Source: an optimization exercise on an open RTL-to-GDS flow (aim: small area and a short achievable clock period). Production flows keep margins and buffers that such runs may drop.
The RTL was checked by simulation tests, not by an equivalence proof against the original design.
No activity file was given, so power comes from the tool's default toggle rates.

Setup of onyx:
Design resa_subarray, start of the top module:
module resa_subarray (
    input  wire         clk,
    input  wire         rst,
    input  wire [1:0]   dataflow_sel,
    input  wire         stationary_sel,
    input  wire [63:0]  array_ifmap_in,
    input  wire [63:0]  array_weight_in,
    input  wire [127:0] array_psum_in_v,
    input  wire [127:0] array_psum_in_h,
    output wire [63:0]  array_ifmap_out,
    output wire [63:0]  array_weight_out,
    output wire [127:0] array_psum_out_v,
    output wire [127:0] array_psum_out_h
);
    wire [127:0] psum_s;
    wire [27:0]  psum_g;
    sub_array u_array (
        .clk(clk),
        .rst(rst),
        .dataflow_sel(dataflow_sel),
        .stationary_sel(stationary_sel),
        .array_ifmap_in(array_ifmap_in),
        .array_weight_in(array_weight_in),
        .array_psum_in_v(array_psum_in_v),
        .array_psum_in_h(array_psum_in_h),
        .array_ifmap_out(array_ifmap_out),
        .array_weight_out(array_weight_out),
        .psum_s(psum_s),
        .psum_g(psum_g),
        .array_psum_out_h(array_psum_out_h)
    );
    genvar c;
    generate
        for (c = 0; c < 4; c = c + 1) begin: out
            cinc u_out (.s(psum_s[32*c +: 32]), .g(psum_g[7*c +: 7]),
                        .y(array_psum_out_v[32*c +: 32]));
        end
    endgenerate
endmodule
Size in the first run: roughly 9200 cells after synthesis, about 1500 flip-flops, about 770 I/O pins, ~93000 sq um of cells after synthesis.
==> flow/config.mk <==
export PLATFORM = sky130hd
export DESIGN_NAME = resa_subarray
export DESIGN_NICKNAME = resa_subarray
export VERILOG_FILES = /design/flow/design.v
export SDC_FILE = /design/flow/constraint.sdc
export NUM_CORES = 4
export LEC_CHECK = 0
export CAP_MARGIN = 20
export CORE_MARGIN = 2
export CORE_UTILIZATION = 60
export PLACE_DENSITY = 0.68
export SETUP_SLACK_MARGIN = 4.5
export SLEW_MARGIN = 20
export SYNTH_HIERARCHICAL = 1
==> flow/constraint.sdc <==
create_clock -name core_clock -period 10.0 [get_ports {clk}]
set_input_delay 2.0000 -clock core_clock [delete_from_list [all_inputs] [get_ports {clk}]]
set_output_delay 2.0000 -clock core_clock [all_outputs]
set_load 0.01 [all_outputs]
run.sh (not shown) runs the stock make flow with config.mk's settings and CLKGATE_MAP_FILE= SYNTH_SCRIPT=/design/flow/synth_recipe.tcl, a recipe that flattens the netlist after the stock synthesis.
#### Input delta (amber over onyx)
--- a/flow/config.mk
+++ b/flow/config.mk
@@ -12 +12 @@
-export SETUP_SLACK_MARGIN = 4.5
+export SETUP_SLACK_MARGIN = 5.0
Findings:
Result: PASS for each of onyx and amber
[compare] base=onyx new=amber: switching power of the nets rose 0.65%, sequential power about even.
Total via count after detailed routing (amber vs. onyx) increases slightly
Looking at fraction of area in registers across onyx and amber, the one that comes out lower is amber.
Compared with onyx, in amber power after layout saw an increase, detailed-route wire length saw an increase, growth of design area from synthesis to finish saw an increase.
Looking at capturing element of the worst setup path, the array_psum_out_v[94] result is from onyx; the array_psum_out_v[28] one comes from amber.
Changes observed in amber relative to onyx: clock network latency to the later pin of the worst-skew pair has remained practically unchanged; worst setup slack climbed 0.43 ns.

========
Another version of the RTL of resa_subarray (not shown whole).
Size: about 1500 flip-flops, about 89000 µm² of cells after synthesis.
Settings: LEC_CHECK=0, CAP_MARGIN=20, CORE_MARGIN=2, CORE_UTILIZATION=65, PLACE_DENSITY=0.7, SLEW_MARGIN=20, SYNTH_HIERARCHICAL=1; clock period 10.0 ns.
standard.sh (not shown) runs the stock make flow with config.mk's settings and CLKGATE_MAP_FILE= SYNTH_SCRIPT=/design/flow/synth_recipe.tcl, a recipe that flattens the netlist after the stock synthesis.
==> flow/flow/run.sh <==
#!/bin/bash
# The standard layout, with changes made through ORFS's own variables only:
# clock tree synthesis without dummy loads and with larger sink clusters, port buffers of cell buf_1, and
# timing repair aiming at a 5.15 ns setup margin. Each tool's output is kept
# in the ORFS logs under orfs/logs; make's own output goes to
# make_finish.log here.
set -euo pipefail
export CTS_ARGS="-sink_clustering_enable -repair_clock_nets -dont_use_dummy_load -sink_clustering_size 20 -sink_clustering_max_diameter 80"
export BUFFER_PORTS_ARGS="-buffer_cell sky130_fd_sc_hd__buf_1"
export SETUP_SLACK_MARGIN=5.15
bash standard.sh finish > make_finish.log 2>&1
The first run completed with no timing, DRC or antenna violations.
Edit:
--- a/flow/flow/run.sh
+++ b/flow/flow/run.sh
@@ -3,2 +3,2 @@
-# clock tree synthesis without dummy loads and with larger sink clusters, port buffers of cell buf_1, and
-# timing repair aiming at a 5.15 ns setup margin. Each tool's output is kept
+# clock tree synthesis without dummy loads and with larger sink clusters, port buffers of cell buf_2, and
+# timing repair aiming at a 5.0 ns setup margin. Each tool's output is kept
@@ -9,2 +9,2 @@
-export BUFFER_PORTS_ARGS="-buffer_cell sky130_fd_sc_hd__buf_1"
-export SETUP_SLACK_MARGIN=5.15
+export BUFFER_PORTS_ARGS="-buffer_cell sky130_fd_sc_hd__buf_2"
+export SETUP_SLACK_MARGIN=5.0
--- a/flow/config.mk
+++ b/flow/config.mk
@@ -10,2 +10,2 @@
-export CORE_UTILIZATION = 65
-export PLACE_DENSITY = 0.7
+export CORE_UTILIZATION = 60
+export PLACE_DENSITY = 0.68
What happened: The changed run produced a clean layout; maximum frequency barely changes; power fell by a few percent; via count came out lower slightly; setup slack is worse by 11 ps; wire length decreases by a few percent; non-clock buffer count falls by 84.

## port drivers added, routing unchanged
How much do the figures lean on ideal ports? The routed layouts below were timed once more, with nothing changed but the port constraints. Step 1 assumes that a clkbuf_16 drives the clock port and a buf_2 every other input. Step 2 times the ports against the registers' clock, not the clock port: input delays grow and output delays shrink by t, the midpoint of the rising clock arrivals with the driver on. Three values: ideal, step 1, step 2; two values: the first two.
| run | t (ns) | setup slack, ns | latest minus earliest clock arrival (ns) | slew at the worst register clock pin (ns) | worst data-port slew with drivers (ns) |
|---|---|---|---|---|---|
| onyx | 0.887 | 4.619 / 4.528 / 3.822 | 0.061 / 0.060 | 0.07 / 0.07 | 0.16 |
| amber | 0.881 | 5.053 / 4.963 / 4.181 | 0.071 / 0.071 | 0.07 / 0.07 | 0.23 |
| the first run of note 2 | 0.790 | 5.104 / 5.035 / 4.565 | 0.138 / 0.138 | 0.09 / 0.09 | 0.22 |
| the second run of note 2 | 0.785 | 5.093 / 5.048 / 4.263 | 0.101 / 0.101 | 0.09 / 0.09 | 0.25 |
After both steps setup and hold are still met in every run listed. For amber, which loses most, drivers alone change the setup slack by -0.090 ns; drivers and shift together by -0.872 ns.
